Source: an optimization exercise on an open RTL-to-GDS flow (aim: small area, a short achievable clock period and few clock cycles). Production flows keep margins and buffers that such runs may drop.
RTL that was checked went through simulation tests only; none was proved equivalent to the original.
No activity file was given, so power comes from the tool's default toggle rates.

// L1_cache
module L1_cache
(
	input clk,
	input rst,
	input [31:0] mem_address, mem_wdata,
	input logic mem_read, mem_write,
	input [3:0] mem_byte_enable,
	output [31:0] mem_rdata,
	output logic mem_resp,
	input logic pmem_resp,
	input [255:0] pmem_rdata,
	output pmem_read, pmem_write,
	output logic [31:0] pmem_address,
	output [255:0] pmem_wdata
);
For scale: ~1,800 cells after synthesis, roughly 300 flip-flops.
Settings: LEC_CHECK=0, ABC_AREA=1, CAP_MARGIN=20, CORE_MARGIN=2, CORE_UTILIZATION=45, PLACE_DENSITY=0.6, SLEW_MARGIN=20; clock period 10.0 ns.
standard.sh (not shown) runs the stock make flow with config.mk's settings and CLKGATE_MAP_FILE= SYNTH_SCRIPT=/design/flow/synth_recipe.tcl, a recipe that flattens the netlist after the stock synthesis.
==> flow/flow/run.sh <==
#!/bin/bash
# Standard layout, with plain buffers on the ports and timing repair aimed at
# a larger setup margin. The whole ORFS output goes to standard_flow.log.
set -euo pipefail
bash standard.sh "BUFFER_PORTS_ARGS=-buffer_cell sky130_fd_sc_hd__buf_2" SETUP_SLACK_MARGIN=5 finish > standard_flow.log 2>&1
The starting point ended with an error in 3_2_place_iop.
==> next run, changes <==
==> flow/flow/run.sh (replaced) <==
#!/bin/bash
# Standard layout, with plain buffers on the ports and timing repair aimed at
# a larger setup margin. The whole ORFS output goes to standard_flow.log.
set -euo pipefail
bash standard.sh "BUFFER_PORTS_ARGS=-buffer_cell sky130_fd_sc_hd__buf_2" SETUP_SLACK_MARGIN=7 finish > standard_flow.log 2>&1
The changed run aborted during 3_2_place_iop. Synthesized cell count is unchanged. Area after synthesis does not change.
==> next run, changes <==
==> flow/flow/run.sh (replaced) <==
#!/bin/bash
# Standard layout, with plain buffers on the ports and timing repair aimed at
# a larger setup margin. The whole ORFS output goes to standard_flow.log.
set -euo pipefail
bash standard.sh "BUFFER_PORTS_ARGS=-buffer_cell sky130_fd_sc_hd__buf_2" SETUP_SLACK_MARGIN=5 finish > standard_flow.log 2>&1
--- a/flow/config.mk
+++ b/flow/config.mk
@@ -8,6 +8,6 @@
 export ABC_AREA = 1
 export CAP_MARGIN = 20
-export CORE_MARGIN = 2
-export CORE_UTILIZATION = 45
+export CORE_AREA = 4 4 226 226
+export DIE_AREA = 0 0 230 230
 export PLACE_DENSITY = 0.6
 export SLEW_MARGIN = 20
Result: This time the run produced a clean layout. Synthesized area is unchanged. Synthesized cell count is unchanged.
==> next run, changes <==
==> flow/flow/run.sh (replaced) <==
#!/bin/bash
# Standard layout, with plain buffers on the ports and timing repair aimed at
# a larger setup margin. The whole ORFS output goes to standard_flow.log.
set -euo pipefail
bash standard.sh "BUFFER_PORTS_ARGS=-buffer_cell sky130_fd_sc_hd__buf_2" SETUP_SLACK_MARGIN=7 finish > standard_flow.log 2>&1
What happened: The new run produced a clean layout; cell count went up by 2.5%; routed wire length is higher by 7.6%; final area is higher by 19%; clock power decreases by about 7%; sequential cell count is unchanged; via count climbs by 4.4%; synthesized cell count stays the same; non-clock buffer count went up by 81; critical path depth does not change; clock skew hardly moves.
No run of this note included a check of the RTL's function; only the layout flow was run.


## run 1
The RTL this note starts from:
==> flow/design.v <==
module L1_cache
(
	input clk,
	input rst,
	input [31:0] mem_address, mem_wdata,
	input logic mem_read, mem_write,
	input [3:0] mem_byte_enable,
	output [31:0] mem_rdata,
	output logic mem_resp,
	input logic pmem_resp,
	input [255:0] pmem_rdata,
	output pmem_read, pmem_write,
	output logic [31:0] pmem_address,
	output [255:0] pmem_wdata
);
logic [255:0] line;
logic [26:0] tag;
logic valid, dirty;
logic rd_q, wr_q, resp_q;
logic [2:0] off;
logic [3:0] be;
logic st;
wire idle = ~(rd_q | wr_q | resp_q);
wire req  = mem_read | mem_write;
wire hit  = valid & (tag == mem_address[31:5]);
assign pmem_read    = rd_q;
assign pmem_write   = wr_q;
assign mem_resp     = resp_q;
assign pmem_address = {tag, 5'b0};
assign pmem_wdata   = line;
assign mem_rdata    = line[32*off +: 32];
always_ff @(posedge clk) begin
	if (rst) begin
		rd_q <= 1'b0;
		wr_q <= 1'b0;
		resp_q <= 1'b0;
		valid <= 1'b0;
		dirty <= 1'b0;
	end else begin
		if (idle & req) begin
			if (hit) resp_q <= 1'b1;
			else if (dirty) wr_q <= 1'b1;
			else rd_q <= 1'b1;
		end
		if (wr_q & pmem_resp) begin
			wr_q <= 1'b0;
			rd_q <= 1'b1;
			dirty <= 1'b0;
		end
		if (rd_q & pmem_resp) begin
			rd_q <= 1'b0;
			resp_q <= 1'b1;
			valid <= 1'b1;
		end
		if (resp_q) begin
			resp_q <= 1'b0;
			if (st) dirty <= 1'b1;
		end
	end
end
always_ff @(posedge clk) begin
	if (idle) begin
		off <= mem_address[4:2];
		be <= mem_byte_enable;
		st <= mem_write;
	end
	if ((idle & req & ~dirty) | (wr_q & pmem_resp))
		tag <= mem_address[31:5];
end
always_ff @(posedge clk) begin
	for (int k = 0; k < 32; k++) begin
		logic m;
		m = st & (off == 3'(k / 4)) & be[k % 4] & (rd_q | resp_q);
		if (rd_q | m)
			line[8*k +: 8] <= m ? mem_wdata[8*(k%4) +: 8] : pmem_rdata[8*k +: 8];
	end
end
endmodule
clock: 10.0 ns
lec_check: 0
abc_clock_period_in_ps: 2500
cap_margin: 20
core_margin: 2
core_utilization: 60
place_density: 0.7
setup_slack_margin: 5
slew_margin: 20
run.sh (not shown) runs the stock make flow with config.mk's settings and CLKGATE_MAP_FILE= SYNTH_SCRIPT=/design/flow/synth_recipe.tcl, a recipe that flattens the netlist after the stock synthesis.
Stock flow here: none of the scripts above is used.
Flow for run 1 halted at 3_2_place_iop, error code PPL-0024.
Testbench counts of run 1, summed over its fixed seeds: cycles 149,555.
Edits applied to the flow inputs when going from run 1 to run 2:
Settings: CORE_UTILIZATION: 60 -> 45; PLACE_DENSITY: 0.7 -> 0.6; ABC_CLOCK_PERIOD_IN_PS: 2500 -> unset; SETUP_SLACK_MARGIN: 5 -> 0.2.
[summary]
Re number of instances in the synthesized netlist: no difference whatsoever between run 2 and run 1. Comparing run 2 and run 1, placement row count is lower on run 1. Across both runs, height of the chip was higher for run 2 than for run 1. Mux cell area share after synthesis came out exactly the same in run 2 and run 1. Run 2 completed every stage of the flow, and the final layout passed the timing, design-rule and antenna checks.
The inputs of run 3 differ from those of run 2 as listed below.
Settings: a change of SETUP_SLACK_MARGIN from 0.2 to 5.
Results
Per the comparison of run 3 with run 2, sequential-cell power consumption flat, proportion of power drawn by the clock network stayed essentially flat.
The run with more routed wire is run 3, not run 2.
Clock power delta (run 2 -> run 3): insignificant
Diff run 2..run 3 | number of buffers on the longest clock path | negligible

port drivers added, routing unchanged:
Ports are ideal in the flow. The routed layouts listed here were re-timed in OpenROAD. Step 1: set_driving_cell puts a clkbuf_16 on clk and a buf_2 on each other input, an assumption about the parent block. Step 2 also shifts input and output timing later by t, the mid clock arrival at the registers, as if the neighbouring blocks saw the same clock. Three values: ideal ports, drivers, drivers and shift; two values: the first two.
| run | shift t [ns] | setup slack, ns | latest minus earliest clock arrival (ns) | worst register clock-pin slew, ns |
|---|---|---|---|---|
| the third run of note 1 | 0.580 | 5.178 / 5.128 / 5.708 | 0.026 / 0.026 | 0.06 / 0.06 |
| the fourth run of note 1 | 0.589 | 5.816 / 5.757 / 6.346 | 0.030 / 0.029 | 0.06 / 0.06 |
| run 2 | 0.553 | 3.825 / 3.771 / 4.324 | 0.021 / 0.022 | 0.06 / 0.06 |
| run 3 | 0.553 | 5.137 / 5.085 / 5.638 | 0.024 / 0.025 | 0.06 / 0.06 |
After both steps every run listed still meets setup and hold.
